This design comes from an exercise in tuning for small area, a short achievable clock period and few clock cycles on the open sky130 flow, not from production work.
In this exercise RTL edits were held to simulation tests only and were not proved equivalent to the original.
Power and IR drop assume default switching activity.

## job 2692
Design circle, start of the top module:
module circle(
     input  logic       clk,
     input  logic       rst_n,
     input  logic [2:0] colour,
     input  logic [7:0] centre_x,
     input  logic [6:0] centre_y,
     input  logic [7:0] radius,
     input  logic       start,
     output logic       done,
     output logic [7:0] vga_x,
     output logic [6:0] vga_y,
     output logic [2:0] vga_colour,
     output logic       vga_plot
     );
Settings: LEC_CHECK=0, CAP_MARGIN=20, CORE_MARGIN=2, CORE_UTILIZATION=40, SETUP_SLACK_MARGIN=2.3, SLEW_MARGIN=20; clock period 5.0 ns.
run.sh (not shown) runs the stock make flow with config.mk's settings and CLKGATE_MAP_FILE= SYNTH_SCRIPT=/design/flow/synth_recipe.tcl, a recipe that flattens the netlist after the stock synthesis.
Both conditions hold for job 2692: the flow ran to the end and the final layout passed the timing, DRC and antenna checks.
Testbench counts of job 2692, summed over its fixed seeds: cycles 121,943.
Edits applied to the flow inputs when going from job 2692 to job 2741:
- setting CTS_BUF_LIST to sky130_fd_sc_hd__clkbuf_4 sky130_fd_sc_hd__clkbuf_8 for the first time
- changing SETUP_SLACK_MARGIN from 2.3 to 2.5
==> flow/flow/run.sh (new file) <==
#!/bin/bash
# The standard layout, with the ports buffered by a small plain buffer
# instead of the delay buffer that buffer_ports picks by default.
set -e
cp standard.sh standard_sh.txt
export BUFFER_PORTS_ARGS="-buffer_cell sky130_fd_sc_hd__buf_2"
bash standard.sh > standard.log 2>&1
==> flow/standard.sh (new file) <==
#!/bin/bash
# synth_recipe.tcl (not shown) runs the flow's synth.tcl, then flattens the netlist and writes it again
# the make line also repeats each setting of config.mk as NAME=value (left out here)
make -C /OpenROAD-flow-scripts/flow DESIGN_CONFIG=/design/flow/config.mk WORK_HOME=/design/flow/orfs CLKGATE_MAP_FILE= SYNTH_SCRIPT=/design/flow/synth_recipe.tcl "${@:-finish}"
removed: flow/run.sh
- Route | job 2741 vs job 2692 | wire longer in job 2741
- When job 2741 is measured against job 2692, its total power turns out 0.000044 W higher.
- As of job 2741, routed wire length on met2 had risen by a few percent compared to job 2692.
- Fmax: job 2741 higher than job 2692
- Area: job 2741 vs job 2692 -> job 2741 larger
- The run showing the greater worst-case headroom to the max-slew limit is job 2692.
- In the reports for job 2741 and job 2692, the larger total number of vias belongs to job 2741.
- Job 2741 vs. job 2692: setup slack increased by 90 ps relative to the old numbers, power density relative to cell area shrank by about 1.4%.
Relative to job 2741, the following input files were edited for job 9505:
- CTS_BUF_LIST: sky130_fd_sc_hd__clkbuf_4 sky130_fd_sc_hd__clkbuf_8 -> sky130_fd_sc_hd__clkbuf_2 sky130_fd_sc_hd__clkbuf_4 sky130_fd_sc_hd__clkbuf_8
- SETUP_SLACK_MARGIN: 2.5 -> 2.4
## What came out
The worst setup path startpoint comes out ox[0] in one run and cxr[0] in the other, namely in job 2741 and job 9505 respectively. In the reports for job 9505 and job 2741, the larger relative area of non-clock buffer cells in the final design belongs to job 2741. Side by side, share of total power in the clock network turned out lower in job 9505 than in job 2741. Sequential cell fraction of total power for job 9505: 1.9 points up relative to job 2741.
The inputs of job 5061 differ from those of job 9505 as listed below.
- an added ABC_AREA of 1
- a change of CTS_BUF_LIST from sky130_fd_sc_hd__clkbuf_2 sky130_fd_sc_hd__clkbuf_4 sky130_fd_sc_hd__clkbuf_8 to sky130_fd_sc_hd__clkbuf_4 sky130_fd_sc_hd__clkbuf_8
==> notes.md <==
Job 5061: done, clean on timing, DRC and antenna
Final cell utilization of the core is higher on job 9505
Compared with job 9505, in job 5061 overall die area now sits at about the same level; actual transition at the worst max-transition pin now sits higher; wire length per cell fell about 13%; met2 demand-to-capacity share in global routing higher; via density per instance went down.
Diff job 9505 -> job 5061: via count went up by 374, final cell count without fillers went up by about 15%.
> inputs changed (job 5061 -> job 8728)
- GPL_ROUTABILITY_DRIVEN newly set to 0
- SETUP_SLACK_MARGIN changed from 2.4 to 2.5
[summary]
- On job 8728: total of clock buffers placed in the layout is 2 higher than what job 5061 gave.
- Compared to job 5061, the router laid down more metal wire for job 8728.
- Sort job 8728 and job 5061 by post-route clock period utilization asc -> top: job 8728
- Job 8728 against job 5061: met2 layer wire length in the routed design now sits higher; hold slack now sits higher.
- From job 5061 to job 8728 the numbers moved as follows: largest net degree at the start of global routing down 3.0%, arrival time reported for the critical path endpoint lower, proportion of cell area occupied by multi-input gates saw an increase, clock distribution area overhead in the final layout fell by 0.36 points.

* * *

== juniper ==
The RTL this note starts from:
==> flow/design.v <==
module circle(
     input  logic       clk,
     input  logic       rst_n,
     input  logic [2:0] colour,
     input  logic [7:0] centre_x,
     input  logic [6:0] centre_y,
     input  logic [7:0] radius,
     input  logic       start,
     output logic       done,
     output logic [7:0] vga_x,
     output logic [6:0] vga_y,
     output logic [2:0] vga_colour,
     output logic       vga_plot
     );
     logic              busy;
     logic              prime;    
     logic [7:0]        ox, oy;
     logic signed [9:0] c;        
     logic [9:0]        e5;       
     logic [7:0]        rem;      
     logic [7:0]        cxr;      
     logic [6:0]        cyr;
     wire signed [9:0] cx = {2'b00, cxr};
     wire signed [9:0] cy = {3'b000, cyr};
     wire signed [9:0] sx = {2'b00, ox};
     wire signed [9:0] sy = {2'b00, oy};
     wire signed [9:0] xa = cx + sx;    
     wire signed [9:0] xb = cx - sx;    
     wire signed [9:0] xc = cx + sy;    
     wire signed [9:0] xd = cx - sy;    
     wire signed [9:0] ya = cy + sy;    
     wire signed [9:0] yb = cy - sy;    
     wire signed [9:0] yc = cy + sx;    
     wire signed [9:0] yd = cy - sx;    
     wire       dec = !c[9];             
     wire       dx  = dec & !prime;
     wire       dy  = !prime;
     function automatic le(input logic [9:0] a, input logic [9:0] b);
          logic r;
          r = 1'b1;
          for (int i = 0; i < 10; i++)
               if (i == 9) r = (a[i] & !b[i]) | (r & !(!a[i] & b[i]));
               else        r = (!a[i] & b[i]) | (r & !(a[i] & !b[i]));
          le = r;
     endfunction
     wire vxa = dx ? le(xa, 10'd160) : le(xa, 10'd159);
     wire vxb = dx ? (le(-10'd1, xb) && le(xb, 10'd158)) : (!xb[9] && le(xb, 10'd159));
     wire vxc = dy ? le(xc, 10'd158) : le(xc, 10'd159);
     wire vxd = dy ? (le(10'd1, xd) && le(xd, 10'd160)) : (!xd[9] && le(xd, 10'd159));
     wire vya = dy ? le(ya, 10'd118) : le(ya, 10'd119);
     wire vyb = dy ? (le(10'd1, yb) && le(yb, 10'd120)) : (!yb[9] && le(yb, 10'd119));
     wire vyc = dx ? le(yc, 10'd120) : le(yc, 10'd119);
     wire vyd = dx ? (le(-10'd1, yd) && le(yd, 10'd118)) : (!yd[9] && le(yd, 10'd119));
     wire       em1 = (e5 == 10'd3);        
     wire       em2 = (e5 == 10'd1);        
     wire       eneg = e5[9] || e5 < 10'd5;   
     wire       dg  = prime ? (e5 == 10'd5) : dec ? em2 : em1;
     wire       fin = !prime && (dec ? (!eneg || em1) : !eneg);
     wire [7:0] vis = { vxc & vyd, vxa & vyb, vxd & vyd, vxb & vyb,
                        vxd & vyc, vxb & vya, vxc & vyc, vxa & vya };
     wire [7:0] dup = ({8{prime}} & 8'b1101_1000) | ({8{dg}} & 8'b1010_1010);
     wire [7:0] vis_n = vis & ~dup;
     logic [7:0] sel;
     always_comb
          for (int i = 0; i < 8; i++)
               sel[i] = rem[i] && (i == 0 || (rem & ((8'd1 << i) - 8'd1)) == 8'd0);
     wire       adv = (rem & ~sel) == 8'd0;
     logic [7:0] px;
     logic [6:0] py;
     always_comb begin
          px = 8'd0;
          py = 7'd0;
          if (sel[0] | sel[6]) px = px | xa[7:0];
          if (sel[2] | sel[4]) px = px | xb[7:0];
          if (sel[1] | sel[7]) px = px | xc[7:0];
          if (sel[3] | sel[5]) px = px | xd[7:0];
          if (sel[0] | sel[2]) py = py | ya[6:0];
          if (sel[4] | sel[6]) py = py | yb[6:0];
          if (sel[1] | sel[3]) py = py | yc[6:0];
          if (sel[5] | sel[7]) py = py | yd[6:0];
     end
     wire       stp  = busy & adv & !prime;         
     wire       load = !busy & !done & start;
     wire [7:0] oy1 = oy + 8'd1;
     wire [9:0] c_d = c + e5;                   
     wire [9:0] c_s = c + {1'b0, oy1, 1'b1};    
     wire [7:0] ox_n = ox - {7'd0, stp & dec};
     wire [7:0] oy_n = oy + {7'd0, stp};
     wire [9:0] c_n  = !stp ? c : dec ? c_d : c_s;
     wire [9:0] e_s  = e5 + {7'd0, stp & dec, stp & !dec, 1'b0};
     always_ff @(posedge clk) begin
          cxr        <= centre_x;
          cyr        <= centre_y;
          vga_colour <= colour;
          vga_x      <= px;
          vga_y      <= py;
          rem        <= !busy ? 8'd0 : adv ? vis_n : rem & ~sel;
          ox         <= load ? radius : ox_n;
          oy         <= load ? 8'd0 : oy_n;
          c          <= load ? 10'd0 - {2'b00, radius} : c_n;
          e5         <= load ? 10'd5 - {2'b00, radius, 1'b0} : e_s;
          if (!rst_n) begin
               busy     <= 1'b0;
               done     <= 1'b0;
               vga_plot <= 1'b0;
          end else begin
               vga_plot <= busy & (|rem);
               if (busy) begin
                    if (adv) begin
                         prime <= 1'b0;
                         if (fin) begin
                              busy <= 1'b0;
                              done <= 1'b1;
                         end
                    end
               end else if (done) begin
                    if (!start) done <= 1'b0;
               end else if (start) begin
                    busy  <= 1'b1;
                    prime <= 1'b1;
               end
          end
     end
endmodule
export LEC_CHECK = 0
export ABC_AREA = 1
export CAP_MARGIN = 20
export CORE_MARGIN = 2
export CORE_UTILIZATION = 40
export CTS_BUF_LIST = sky130_fd_sc_hd__clkbuf_4 sky130_fd_sc_hd__clkbuf_8
export GPL_ROUTABILITY_DRIVEN = 0
export SETUP_SLACK_MARGIN = 2.45
export SLEW_MARGIN = 20
export TNS_END_PERCENT = 30
create_clock -name core_clock -period 5.0 [get_ports {clk}]
standard.sh (not shown) runs the stock make flow with config.mk's settings and CLKGATE_MAP_FILE= SYNTH_SCRIPT=/design/flow/synth_recipe.tcl, a recipe that flattens the netlist after the stock synthesis.
==> flow/flow/run.sh <==
#!/bin/bash
# The standard layout, with the ports buffered by a small plain buffer
# instead of the delay buffer that buffer_ports picks by default.
set -e
cp standard.sh standard_sh.txt
export BUFFER_PORTS_ARGS="-buffer_cell sky130_fd_sc_hd__buf_2"
bash standard.sh > standard.log 2>&1
Testbench counts of juniper, summed over its fixed seeds: cycles 121,943.
What sierra does differently from juniper at the input level:
- TNS_END_PERCENT: 30 -> unset
- SETUP_SLACK_MARGIN: 2.45 -> 2.3
Findings:
sierra: full flow OK, the timing, DRC and antenna checks passed. Taking juniper as the reference point, the wire length per cell after detailed routing of sierra falls by 0.64 um. Critical path startpoint = ox[3]$_DFF_P_: sierra; critical path startpoint = oy[2]$_SDFF_PP0_: juniper. Worst path setup slack after routing (sierra over juniper): decrease, 0.063 ns. Compared with juniper, in sierra hold slack increased by 0.0078 ns relative to the old numbers, critical path depth went down, post-detailed-placement half-perimeter wirelength went down.
Here is what was changed in the inputs of cedar compared with sierra.
- GPL_ROUTABILITY_DRIVEN: 0 -> unset
- TNS_END_PERCENT: unset -> 30
- SETUP_SLACK_MARGIN: 2.3 -> 2.4
Every stage of the flow completed for cedar, and the final layout passed the timing, DRC and antenna checks.
cedar vs. sierra: total power increased about 4.5%, share of the clock period used by the worst path after layout went down by 0.90 points.
cedar against sierra: number of non-filler instances in the completed layout grew by 4; synthesis-to-layout area growth went up.
Relative to cedar, the following input files were edited for pepper:
- TNS_END_PERCENT removed (was 30)
- CTS_BUF_LIST removed (was sky130_fd_sc_hd__clkbuf_4 sky130_fd_sc_hd__clkbuf_8)
- ABC_AREA removed (was 1)
==> flow/run.sh (new file) <==
#!/bin/bash
# synth_recipe.tcl (not shown) runs the flow's synth.tcl, then flattens the netlist and writes it again
# the make line also repeats each setting of config.mk as NAME=value (left out here)
make -C /OpenROAD-flow-scripts/flow DESIGN_CONFIG=/design/flow/config.mk WORK_HOME=/design/flow/orfs CLKGATE_MAP_FILE= SYNTH_SCRIPT=/design/flow/synth_recipe.tcl finish
removed: flow/flow/run.sh
removed: flow/standard.sh
--- outcome ---
- pepper vs cedar: clock period minus worst slack up in pepper
- Of pepper and cedar, the lower clock power share belongs to cedar.
- Between pepper and cedar, the largest net degree at the start of global routing is lower for cedar.
- Min total chip power across pepper and cedar: cedar
- Number of instances in the placed design came out lower on pepper than on cedar.
- Summary — number of cells upsized or downsized after cts, pepper relative to cedar: higher, by 39.
- Slew at the pin closest to its max-slew limit, pepper and cedar, lower one = pepper.
- Measured against each other, pepper and cedar differ in portion of the clock cycle consumed by the worst path in the final layout, the higher figure coming from pepper.
- Proportion of power drawn by combinational gates in pepper is 2.7 points below cedar.
- Going from cedar to pepper, cell area grew by a few percent.

-- static timing again, ports no longer ideal --
In the flow no input, the clock included, has a driving cell. The finished layouts below were timed again as built, in two steps. Step 1 sets driving cells, clkbuf_16 on the clock port and buf_2 on the other inputs (assumed; they add their load-dependent delay and slew). Step 2 moves the port delays by t, midway between the first and last clock arrival at a register: inputs arrive t later, outputs are due t later. That takes back most of the time a late clock gives input paths. Three values: no drivers, after step 1, after step 2; two values: the first two.
| run | shift t [ns] | setup WS [ns] | worst hold slack (ns) | cell pins on the clock port's net |
|---|---|---|---|---|
| job 2692 | 0.389 | 2.330 / 2.330 / 2.101 | 0.513 / 0.513 / 0.513 | 1 |
| job 2741 | 0.422 | 2.420 / 2.420 / 2.367 | 0.546 / 0.546 / 0.546 | 1 |
| job 9505 | 0.430 | 2.459 / 2.459 / 2.432 | 0.531 / 0.531 / 0.531 | 1 |
| job 5061 | 0.423 | 2.466 / 2.466 / 2.456 | 0.504 / 0.504 / 0.504 | 1 |
| job 8728 | 0.420 | 2.564 / 2.564 / 2.395 | 0.508 / 0.508 / 0.508 | 1 |
| juniper | 0.421 | 2.515 / 2.515 / 2.375 | 0.508 / 0.508 / 0.508 | 1 |
| sierra | 0.420 | 2.452 / 2.452 / 2.452 | 0.516 / 0.516 / 0.516 | 1 |
| cedar | 0.423 | 2.497 / 2.497 / 2.459 | 0.503 / 0.503 / 0.503 | 1 |
| pepper | 0.396 | 2.434 / 2.434 / 2.203 | 0.528 / 0.528 / 0.528 | 1 |
After both steps setup and hold are still met in every run listed. The setup slack of pepper, which loses most, moves by 0.000 ns with the drivers and by -0.231 ns with both steps.
